This is an optimization exercise on Yosys and OpenROAD, whose aim is small area and a short achievable clock period, not a production implementation. RTL that was checked went through simulation tests only; none was proved equivalent to the original. No activity file was given, so power comes from the tool's default toggle rates.

Design RF_ALU, start of the top module:
module RF_ALU (input clk,
               input RegSet,
               input RegWrite,
               input [3:0] ALU_control,
               input [31:0] instr,
               input [31:0] Writedata,
               output reg [31:0] rd1,
               output reg [31:0] rd2,
               output [31:0] ALU_result,
               output Zero);
wire [4:0] rs1 = instr[19:15];
wire [4:0] rs2 = instr[24:20];
wire [4:0] rd  = instr[11:7];
reg        pend_v;
reg        pend_alu;
reg [4:0]  pend_rd;
reg [31:0] pend_wd;
reg [31:0] regs [1:31];
wire [31:0] wdata = pend_alu ? ALU_result : pend_wd;
wire [31:0] stale;         
assign stale[0] = 1'b0;
wire [32*32-1:0] rows;     
assign rows[31:0] = wdata;
genvar r, k;
generate
    for (r = 1; r < 32; r = r + 1) begin : row
        wire we   = pend_v && (pend_rd == r);
        wire hold = !we;
        wire [31:0] d;
        assign stale[r] = we;
        assign rows[32*r +: 32] = regs[r];
        for (k = 0; k < 32; k = k + 1) begin : bt
            g_ao22 wc (.a1(regs[r][k]), .a2(hold), .b1(wdata[k]), .b2(we), .y(d[k]));
        end
        always @(posedge clk) regs[r] <= d;
    end
endgenerate
function [31:0] selects(input [4:0] rs, input [31:0] stl, input pv, input [4:0] prd);
    integer j;
    begin
        selects[0] = pv && (rs == prd) && (rs != 5'd0);
        for (j = 1; j < 32; j = j + 1)
            selects[j] = (rs == j) && !stl[j];
    end
endfunction
wire [31:0] sel1 = selects(rs1, stale, pend_v, pend_rd);
wire [31:0] sel2 = selects(rs2, stale, pend_v, pend_rd);
wire [31:0] a, b;
generate
  ...
For scale: about 4600 cells after synthesis, ~1200 flip-flops, about 170 I/O pins.
export LEC_CHECK = 0
export CAP_MARGIN = 20
export CORE_MARGIN = 2
export CORE_UTILIZATION = 40
export CTS_BUF_LIST = sky130_fd_sc_hd__clkbuf_8
export CTS_CLUSTER_SIZE = 20
export SETUP_SLACK_MARGIN = 5
export SLEW_MARGIN = 20
export SYNTH_HIERARCHICAL = 1
create_clock -name core_clock -period 9.0 [get_ports {clk}]
run.sh (not shown) runs the stock make flow with config.mk's settings and CLKGATE_MAP_FILE= SYNTH_SCRIPT=/design/flow/synth_recipe.tcl, a recipe that flattens the netlist after the stock synthesis.
Rerun with:
--- a/flow/config.mk
+++ b/flow/config.mk
@@ -10,5 +10,5 @@
 export CORE_UTILIZATION = 40
-export CTS_BUF_LIST = sky130_fd_sc_hd__clkbuf_8
-export CTS_CLUSTER_SIZE = 20
-export SETUP_SLACK_MARGIN = 5
+export CTS_CLUSTER_DIAMETER = 80
+export CTS_CLUSTER_SIZE = 24
+export SETUP_SLACK_MARGIN = 4.8
 export SLEW_MARGIN = 20
The new run produced a clean layout.
Combinational power is about the same.
Via count came out lower by 2.2%.
Worst setup slack is worse by 50 ps.
Global-route usage came out lower by 0.74 points.
Die area is unchanged.
Rerun with:
--- a/flow/config.mk
+++ b/flow/config.mk
@@ -10,5 +10,3 @@
 export CORE_UTILIZATION = 40
-export CTS_CLUSTER_DIAMETER = 80
-export CTS_CLUSTER_SIZE = 24
-export SETUP_SLACK_MARGIN = 4.8
+export SETUP_SLACK_MARGIN = 5
 export SLEW_MARGIN = 20
- first-iteration DRC count climbs by about 0.8%
- die area does not change
- area after synthesis stays the same
- routed wire length rises by about 1.5%


Starting RTL as in the previous note.
clock: 9.0 ns
lec_check: 0
cap_margin: 20
core_margin: 2
core_utilization: 40
cts_cluster_diameter: 100
cts_cluster_size: 30
setup_slack_margin: 5
slew_margin: 20
synth_hierarchical: 1
Then changed:
CTS_CLUSTER_DIAMETER = 80   (was 100)
CTS_CLUSTER_SIZE = 24   (was 30)
TNS_END_PERCENT = 10   (was default)
=>
- The new run passed the timing, DRC and antenna checks
- wire length goes up by 4.6%
- register-to-register slack got worse by 0.15 ns
- combinational power goes up by about 3%
- design area goes up by 2.0%
- utilization goes up by 0.98 points
Then changed:
TNS_END_PERCENT = default   (was 10)
Design area falls by 1.4%.
Via count barely changes.
Critical path depth drops by 1.
First-iteration DRC count rises by 9.4%.
Routed wire length went down by 4.2%.
Synthesized cell count is unchanged.


The RTL this note starts from:
==> flow/design.v <==
module RF_ALU (input clk,
               input RegSet,
               input RegWrite,
               input [3:0] ALU_control,
               input [31:0] instr,
               input [31:0] Writedata,
               output reg [31:0] rd1,
               output reg [31:0] rd2,
               output [31:0] ALU_result,
               output reg Zero);
localparam CUT = 3;    
wire [4:0] rs1 = instr[19:15];
wire [4:0] rs2 = instr[24:20];
wire [4:0] rd  = instr[11:7];
reg        pend_v, pend_vn;
reg        pend_alu;
reg [4:0]  pend_rd, pend_rdn;
reg [31:0] pend_wd;
reg [31:0] regs [1:31];
wire [31:0] wdata = pend_alu ? ALU_result : pend_wd;
wire [31:0] stale;         
assign stale[0] = 1'b0;
wire [32*32-1:0] rows;     
assign rows[31:0] = wdata;
genvar r, k;
generate
    for (r = 1; r < 32; r = r + 1) begin : row
        wire we   = pend_v && (pend_rd == r);
        wire hold = pend_vn || (pend_rdn != ~r[4:0]);
        wire [31:0] d;
        assign stale[r] = we;
        assign rows[32*r +: 32] = regs[r];
        for (k = 0; k < 32; k = k + 1) begin : bt
            g_ao22 wc (.a1(regs[r][k]), .a2(hold), .b1(wdata[k]), .b2(we), .y(d[k]));
        end
        always @(posedge clk) regs[r] <= d;
    end
endgenerate
function [31:0] selects(input [4:0] rs, input [31:0] stl, input pv, input [4:0] prd);
    integer j;
    begin
        selects[0] = pv && (rs == prd) && (rs != 5'd0);
        for (j = 1; j < 32; j = j + 1)
            selects[j] = (rs == j) && !stl[j];
    end
endfunction
wire [31:0] sel1 = selects(rs1, stale, pend_v, pend_rd);
wire [31:0] sel2 = selects(rs2, stale, pend_v, pend_rd);
wire [31:0] a, b;
generate
    for (k = 0; k < 32; k = k + 1) begin : rdbit
        wire [31:0] col;
        for (r = 0; r < 32; r = r + 1) begin : c
            assign col[r] = rows[32*r + k];
        end
        rf_mux32 m1 (.sel(sel1), .d(col), .q(a[k]));
        rf_mux32 m2 (.sel(sel2), .d(col), .q(b[k]));
    end
endgenerate
wire op_and   = (ALU_control == 4'b0000);
wire op_or    = (ALU_control == 4'b0001);
wire op_sub   = (ALU_control == 4'b0110);
wire op_arith = (ALU_control == 4'b0010) || op_sub;
wire [31:0] bb, g0, p0;
generate
    for (k = 0; k < 32; k = k + 1) begin : pg
        g_xor2 x1 (.a(b[k]), .b(op_sub), .y(bb[k]));
        g_and2 ga (.a(a[k]), .b(bb[k]), .y(g0[k]));
        g_xor2 x2 (.a(a[k]), .b(bb[k]), .y(p0[k]));
    end
endgenerate
wire g0c;
g_ao21 cin0 (.a1(p0[0]), .a2(op_sub), .b1(g0[0]), .y(g0c));
wire [32*6-1:0] gv, tv;
assign gv[31:0] = {g0[31:1], g0c};
assign tv[31:0] = p0;
reg [31:0] alu_p;            
reg [31:0] alu_gn, alu_tn;   
genvar l;
generate
    for (l = 0; l < 5; l = l + 1) begin : lvl
        wire [31:0] gi = (l == CUT) ? ~alu_gn : gv[32*l +: 32];
        wire [31:0] ti = (l == CUT) ? ~alu_tn : tv[32*l +: 32];
        wire [31:0] giv = (l == CUT) ? alu_gn : gv[32*l +: 32];
        wire [31:0] tiv = (l == CUT) ? alu_tn : tv[32*l +: 32];
        ks_level #(.L(l), .INV_IN(l % 2)) u (.gi(giv), .ti(tiv),
            .go(gv[32*(l+1) +: 32]), .to(tv[32*(l+1) +: 32]));
    end
endgenerate
wire [31:0] cn = {gv[32*5 +: 31], 1'b1};    
generate
    for (k = 0; k < 32; k = k + 1) begin : sm
        g_xnor2 s (.a(alu_p[k]), .b(cn[k]), .y(ALU_result[k]));
    end
endgenerate
always @(posedge clk) begin
    rd1 <= a;
    rd2 <= b;
    Zero <= (a == b);
    if (op_arith) begin
        alu_p  <= {p0[31:1], p0[0] ^ op_sub};    
        alu_gn <= gv[32*CUT +: 32];
        alu_tn <= tv[32*CUT +: 32];
    end else begin
        alu_p  <= op_and ? (a & b) : op_or ? (a | b) : ALU_result;
        alu_gn <= 32'hffffffff;    
        alu_tn <= 32'hffffffff;
    end
    pend_v   <= (RegWrite || RegSet) && (rd != 5'd0);
    pend_vn  <= !((RegWrite || RegSet) && (rd != 5'd0));
    pend_alu <= RegWrite;
    pend_rd  <= rd;
    pend_rdn <= ~rd;
    pend_wd  <= Writedata;
end
endmodule
module rf_mux32 (input [31:0] sel, input [31:0] d, output q);
wire [15:0] t;
wire [3:0] u;
wire [1:0] v;
genvar j;
generate
    for (j = 0; j < 16; j = j + 1) begin : l1
        g_aoi22 x (.a1(sel[2*j]), .a2(d[2*j]), .b1(sel[2*j+1]), .b2(d[2*j+1]), .y(t[j]));
    end
    for (j = 0; j < 4; j = j + 1) begin : l2
        g_nand4 x (.a(t[4*j]), .b(t[4*j+1]), .c(t[4*j+2]), .d(t[4*j+3]), .y(u[j]));
    end
endgenerate
g_nor2 v0 (.a(u[0]), .b(u[1]), .y(v[0]));
g_nor2 v1 (.a(u[2]), .b(u[3]), .y(v[1]));
g_nand2 o (.a(v[0]), .b(v[1]), .y(q));
endmodule
module ks_level #(parameter L = 0, parameter INV_IN = 0)
                 (input [31:0] gi, input [31:0] ti, output [31:0] go, output [31:0] to);
genvar k;
generate
    for (k = 0; k < 32; k = k + 1) begin : bt
        if (k >= (1 << L)) begin : m
            if (INV_IN == 0) begin : p
                g_aoi21 g (.a1(ti[k]), .a2(gi[k-(1<<L)]), .b1(gi[k]), .y(go[k]));
                g_nand2 t (.a(ti[k]), .b(ti[k-(1<<L)]), .y(to[k]));
            end else begin : n
                g_oai21 g (.a1(ti[k]), .a2(gi[k-(1<<L)]), .b1(gi[k]), .y(go[k]));
                g_nor2 t (.a(ti[k]), .b(ti[k-(1<<L)]), .y(to[k]));
            end
        end else begin : t
            g_inv g (.a(gi[k]), .y(go[k]));
            g_inv t (.a(ti[k]), .y(to[k]));
        end
    end
endgenerate
endmodule
module g_aoi22 (input a1, input a2, input b1, input b2, output y);
assign y = ~((a1 & a2) | (b1 & b2));
endmodule
module g_ao22 (input a1, input a2, input b1, input b2, output y);
assign y = (a1 & a2) | (b1 & b2);
endmodule
module g_aoi21 (input a1, input a2, input b1, output y);
assign y = ~((a1 & a2) | b1);
endmodule
module g_oai21 (input a1, input a2, input b1, output y);
assign y = ~((a1 | a2) & b1);
endmodule
module g_ao21 (input a1, input a2, input b1, output y);
assign y = (a1 & a2) | b1;
endmodule
module g_nand4 (input a, input b, input c, input d, output y);
assign y = ~(a & b & c & d);
endmodule
module g_nand2 (input a, input b, output y);
assign y = ~(a & b);
endmodule
module g_nor2 (input a, input b, output y);
assign y = ~(a | b);
endmodule
module g_and2 (input a, input b, output y);
assign y = a & b;
endmodule
module g_xor2 (input a, input b, output y);
assign y = a ^ b;
endmodule
module g_xnor2 (input a, input b, output y);
assign y = ~(a ^ b);
endmodule
module g_inv (input a, output y);
assign y = ~a;
endmodule
Settings: LEC_CHECK=0, CAP_MARGIN=20, CORE_MARGIN=2, CORE_UTILIZATION=40, SETUP_SLACK_MARGIN=5, SLEW_MARGIN=20, SYNTH_HIERARCHICAL=1; clock period 9.0 ns.
Then changed:
- SETUP_SLACK_MARGIN: 5 -> 4.6
Effect: Clock power is about the same; wire length came out lower by 3.8%; global-route usage decreases by 1.3 points; setup slack gets worse by 0.22 ns; clock-buffer cell count is unchanged; power goes down by about 4%.
No functional check of the RTL was part of any run of this note.


RF_ALU, a different RTL version from the one above (not shown whole).
Size in the first run: ~4,600 cells after synthesis, ~1,200 flip-flops, ~170 I/O pins, ~49,000 µm² of cells after synthesis.
==> flow/config.mk <==
export PLATFORM = sky130hd
export DESIGN_NAME = RF_ALU
export DESIGN_NICKNAME = RF_ALU
export VERILOG_FILES = /design/flow/design.v
export SDC_FILE = /design/flow/constraint.sdc
export NUM_CORES = 8
export LEC_CHECK = 0
export CAP_MARGIN = 20
export CORE_MARGIN = 2
export CORE_UTILIZATION = 55
export CTS_CLUSTER_DIAMETER = 80
export CTS_CLUSTER_SIZE = 24
export SETUP_SLACK_MARGIN = 5
export SLEW_MARGIN = 20
export SYNTH_HIERARCHICAL = 1
==> flow/constraint.sdc <==
create_clock -name core_clock -period 9.0 [get_ports {clk}]
set_input_delay 1.8000 -clock core_clock [delete_from_list [all_inputs] [get_ports {clk}]]
set_output_delay 1.8000 -clock core_clock [all_outputs]
set_load 0.01 [all_outputs]
The first run completed without violations.
Rerun with:
==> flow/flow/run.sh (new file) <==
#!/bin/bash
set -euo pipefail
export SETUP_SLACK_MARGIN=5
# let timing repair change a cell's footprint (drive strength) in every step
sed 's|"\${@:-finish}"|MATCH_CELL_FOOTPRINT=0 "${@:-finish}"|' standard.sh > standard_own.sh
grep -q 'MATCH_CELL_FOOTPRINT=0' standard_own.sh
bash standard_own.sh > standard_flow.log 2>&1
==> flow/standard.sh (new file) <==
#!/bin/bash
# synth_recipe.tcl (not shown) runs the flow's synth.tcl, then flattens the netlist and writes it again
# the make line also repeats each setting of config.mk as NAME=value (left out here)
make -C /OpenROAD-flow-scripts/flow DESIGN_CONFIG=/design/flow/config.mk WORK_HOME=/design/flow/orfs CLKGATE_MAP_FILE= SYNTH_SCRIPT=/design/flow/synth_recipe.tcl "${@:-finish}"
Settings changed: CORE_UTILIZATION 55 to 40, SETUP_SLACK_MARGIN 5 to default.
removed: flow/run.sh
The changed run completed without violations. Setup slack improves by 0.067 ns. Register-to-register slack improves by 0.08 ns. Via count went down by 1.6%. Wire length went up by 1.9%. Area after synthesis is unchanged. Worst hold slack degrades by 0.0041 ns.


job 101:
Another version of the RTL of RF_ALU (not shown whole).
Size in the first run: roughly 4600 cells after synthesis, ~170 I/O pins.
Settings: LEC_CHECK=0, CAP_MARGIN=20, CORE_MARGIN=2, CORE_UTILIZATION=40, CTS_CLUSTER_DIAMETER=90, CTS_CLUSTER_SIZE=28, SETUP_SLACK_MARGIN=5, SLEW_MARGIN=20, SYNTH_HIERARCHICAL=1; clock period 9.0 ns.
Stock flow here: none of the scripts above is used.
Input changes introduced in job 102 (baseline for comparison: job 101):
# job 101
export LEC_CHECK = 0
export CAP_MARGIN = 20
export CORE_MARGIN = 2
export CORE_UTILIZATION = 40
export CTS_CLUSTER_DIAMETER = 90
export CTS_CLUSTER_SIZE = 28
export SETUP_SLACK_MARGIN = 5
export SLEW_MARGIN = 20
export SYNTH_HIERARCHICAL = 1
create_clock -name core_clock -period 9.0 [get_ports {clk}]
# job 102
export LEC_CHECK = 0
export CAP_MARGIN = 20
export CORE_MARGIN = 2
export CORE_UTILIZATION = 40
export CTS_CLUSTER_DIAMETER = 80
export CTS_CLUSTER_SIZE = 24
export SLEW_MARGIN = 20
export SYNTH_HIERARCHICAL = 1
create_clock -name core_clock -period 9.0 [get_ports {clk}]
==> flow/flow/run.sh (new file) <==
#!/bin/bash
# Own layout flow: the standard flow (standard.sh, standard synthesis
# unchanged) with two changes to how the layout is made:
#  - port buffers are sky130_fd_sc_hd__buf_2 (timing repair resizes them),
#  - timing repair may change a cell's footprint in every step.
set -euo pipefail
export SETUP_SLACK_MARGIN=5
export BUFFER_PORTS_ARGS="-buffer_cell sky130_fd_sc_hd__buf_2"
sed 's|"\${@:-finish}"|MATCH_CELL_FOOTPRINT=0 "${@:-finish}"|' standard.sh > standard_own.sh
grep -q 'MATCH_CELL_FOOTPRINT=0' standard_own.sh
bash standard_own.sh > standard_flow.log 2>&1
==> flow/standard.sh (new file) <==
#!/bin/bash
# synth_recipe.tcl (not shown) runs the flow's synth.tcl, then flattens the netlist and writes it again
# the make line also repeats each setting of config.mk as NAME=value (left out here)
make -C /OpenROAD-flow-scripts/flow DESIGN_CONFIG=/design/flow/config.mk WORK_HOME=/design/flow/orfs CLKGATE_MAP_FILE= SYNTH_SCRIPT=/design/flow/synth_recipe.tcl "${@:-finish}"
removed: flow/run.sh
Results
- Job 101 leaves more setup margin than job 102.
- From job 101 to job 102 the numbers moved as follows: met3 wirelength from detailed routing went up about 2.2%, area used by multi-input combinational logic went down about 0.8%, total routing resource utilization after global routing held, shortest clock period the worst path allows after layout went up 0.048 ns.
- Timing startpoint of the critical path: alu_t[0] -> job 101, instr[15] -> job 102
- Final wirelength of job 102 is on par with job 101.

afterwards: timing with drivers on the ports:
The flow's constraints put no driver on any port. The routed layouts listed below were extracted and timed again, unchanged, in two steps. Step 1, drivers: a clkbuf_16 drives clk and a buf_2 each remaining input, both assumed. Step 2, shift: input delay + t, output delay - t, t = (earliest + latest rising clock arrival at the registers) / 2. This alone moves slack from input paths to output paths. a / b / c = ideal ports / drivers / drivers and shift; a / b = the first two.
run	t (ns)	setup slack, ns	worst data-port slew with drivers (ns)
the first run of note 1	1.005	4.798 / 4.723 / 3.890	0.18
the second run of note 1	0.786	4.748 / 4.667 / 3.881	0.20
the third run of note 1	0.795	4.916 / 4.820 / 4.025	0.21
the first run of note 2	0.764	4.914 / 4.819 / 4.055	0.18
the second run of note 2	0.754	4.725 / 4.710 / 3.956	0.09
the third run of note 2	0.790	4.911 / 4.836 / 4.045	0.18
the first run of note 3	0.843	4.744 / 4.570 / 3.727	0.26
the second run of note 3	0.847	4.520 / 4.429 / 3.582	0.23
the first run of note 4	0.764	4.839 / 4.782 / 4.128	0.13
the second run of note 4	0.788	4.906 / 4.790 / 4.001	0.21
job 101	0.794	4.968 / 4.896 / 4.231	0.10
job 102	0.796	4.920 / 4.847 / 4.050	0.23
After both steps every run listed still meets setup and hold. The setup slack of the first run of note 3, which loses most, moves by -0.174 ns with the drivers and by -1.017 ns with both steps.
